Context: an optimization exercise on an open-source flow, tuned for small area. The choices shown serve that exercise and are no tape-out recipe.
The RTL was checked by simulation tests, not by an equivalence proof against the original design.
Power and IR drop assume default switching activity.

== v6 ==
Design riscv_core, start of the top module:
module riscv_core (
    input clk,
    input reset,
    output [31:0] imem_addr,
    input  [31:0] imem_rdata,
    output [31:0] dmem_addr,
    output [31:0] dmem_wdata,
    output [1:0]  dmem_size,
    output        dmem_we,
    input  [31:0] dmem_rdata
);
    reg  [1:0]  ph;       
    reg  [1:0]  pass;     
    reg         clr;      
    reg  [29:0] pc;       
    reg  [31:0] T;        
    reg  [31:0] A;        
    reg         c;        
    reg         z;        
    reg         flag;     
    reg  [31:0] rf [1:31];
    reg         sp;       
    wire [31:0] ins = imem_rdata;
    wire [2:0]  f3  = ins[14:12];
    wire c_lui   = ~ins[6] &  ins[4] &  ins[2] &  ins[5];
    wire c_auipc = ~ins[6] &  ins[4] &  ins[2] & ~ins[5];
    wire c_jal   =  ins[6] &  ins[3];
    wire c_jalr  =  ins[6] & ~ins[3] &  ins[2];
    wire c_br    =  ins[6] & ~ins[2];
    wire c_ld    = ~ins[6] & ~ins[4] & ~ins[5];
    wire c_st    = ~ins[6] & ~ins[4] &  ins[5];
    wire c_opi   = ~ins[6] &  ins[4] & ~ins[2] & ~ins[5];
    wire c_op    = ~ins[6] &  ins[4] & ~ins[2] &  ins[5];
    wire c_alu   = c_opi | c_op;
    wire k_sh    = f3[1:0] == 2'b01;
    wire k_slt   = f3[2:1] == 2'b01;
    reg [31:0] imm;
    always @* begin
        if (c_lui | c_auipc)      imm = {ins[31:12], 12'b0};
        else if (c_jal)           imm = {{12{ins[31]}}, ins[19:12], ins[20], ins[30:21], 1'b0};
        else if (c_br)            imm = {{20{ins[31]}}, ins[7], ins[30:25], ins[11:8], 1'b0};
        else if (c_st)            imm = {{21{ins[31]}}, ins[30:25], ins[11:7]};
        else                      imm = {{21{ins[31]}}, ins[30:20]};
    end
    reg [7:0] imm_b, pc_b, t_b;
    always @* begin
        case (ph)
            2'd0: imm_b = imm[7:0];
            2'd1: imm_b = imm[15:8];
            2'd2: imm_b = imm[23:16];
            default: imm_b = imm[31:24];
        endcase
        case (ph)
            2'd0: pc_b = {pc[5:0], 2'b00};
            2'd1: pc_b = pc[13:6];
            2'd2: pc_b = pc[21:14];
            default: pc_b = pc[29:22];
        endcase
    end
    reg       rs2sel, rzero, opa_pc, inv, ashift, tload, wen, last, fcap;
    reg [1:0] opb;        
    reg [1:0] wsel;       
    always @* begin
        rs2sel = 1'b0; rzero = 1'b0; opa_pc = 1'b0; inv = 1'b0; ashift = 1'b0;
  ...
Size in the first run: about 2,300 cells after synthesis, ~170 I/O pins.
export LEC_CHECK = 0
export ABC_AREA = 0
export CAP_MARGIN = 20
export CORE_MARGIN = 2
export CORE_UTILIZATION = 55
export CTS_BUF_LIST = sky130_fd_sc_hd__clkbuf_4 sky130_fd_sc_hd__clkbuf_8
export CTS_CLUSTER_DIAMETER = 60
export CTS_CLUSTER_SIZE = 20
export SLEW_MARGIN = 20
export SYNTH_HIERARCHICAL = 1
create_clock -name core_clock -period 18.0 [get_ports {clk}]
standard.sh (not shown) runs the stock make flow with config.mk's settings and CLKGATE_MAP_FILE= SYNTH_SCRIPT=/design/flow/synth_recipe.tcl, a recipe that flattens the netlist after the stock synthesis.
==> flow/flow/run.sh <==
#!/bin/bash
# The standard layout, with plain buf_1 cells as the port buffers and a clock tree
# built without dummy loads.
set -euo pipefail
bash standard.sh "BUFFER_PORTS_ARGS=-buffer_cell sky130_fd_sc_hd__buf_1" \
  "CTS_ARGS=-sink_clustering_enable -repair_clock_nets -sink_clustering_size 20 -sink_clustering_max_diameter 60 -buf_list {sky130_fd_sc_hd__clkbuf_4 sky130_fd_sc_hd__clkbuf_8} -tree_buf sky130_fd_sc_hd__clkbuf_4 -dont_use_dummy_load" \
  finish > standard_flow.log 2>&1
diff inputs: v6 => v7
-- flow/flow/run.sh --
<<< v6, line 6
  "CTS_ARGS=-sink_clustering_enable -repair_clock_nets -sink_clustering_size 20 -sink_clustering_max_diameter 60 -buf_list {sky130_fd_sc_hd__clkbuf_4 sky130_fd_sc_hd__clkbuf_8} -tree_buf sky130_fd_sc_hd__clkbuf_4 -dont_use_dummy_load" \
>>> v7, line 6
  "CTS_ARGS=-sink_clustering_enable -repair_clock_nets -sink_clustering_size 12 -sink_clustering_max_diameter 40 -buf_list {sky130_fd_sc_hd__clkbuf_4} -dont_use_dummy_load" \
## What came out
- No stage failed in v7, and the final checks on the layout all came back clean.
- Via count of the first global-routing pass sits higher in v7 than in v6.
- Required time at the worst-slack endpoint (v7 over v6): increase, 0.18 ns
- Changes observed in v7 relative to v6: final critical delay including setup and external delays shrank by 0.22 ns, register fraction of the total cell area held steady, clock buffer count grew by 68%, post-layout instance area held steady, final standard cell count with taps included and fillers excluded grew by about 1.5%.
- Summary: power, v7 better than v6
- Number of standard cells after synthesis came out exactly the same in v7 and v6.

==> what the ideal ports hide <==
Ports are ideal in the flow. The routed layouts listed here were re-timed in OpenROAD.
Step 1 sets driving cells, clkbuf_16 on the clock port and buf_2 on the other inputs (assumed; they add their load-dependent delay and slew).
Step 2 times the ports against the registers' clock, not the clock port: input delays grow and output delays shrink by t, the midpoint of the rising clock arrivals with the driver on.
a / b / c = ideal ports / drivers / drivers and shift; a / b = the first two.
| run | shift t [ns] | slack for setup (ns) | worst hold slack (ns) | cell pins on the clock port's net |
|---|---|---|---|---|
| v6 | 0.701 | 3.399 / 3.426 / 2.726 | 0.299 / 0.299 / 0.299 | 1 |
| v7 | 0.889 | 3.624 / 3.650 / 2.760 | 0.253 / 0.253 / 0.253 | 1 |
After both steps every run listed still meets setup and hold. The setup slack of v7, which loses most, moves by +0.026 ns with the drivers and by -0.864 ns with both steps.
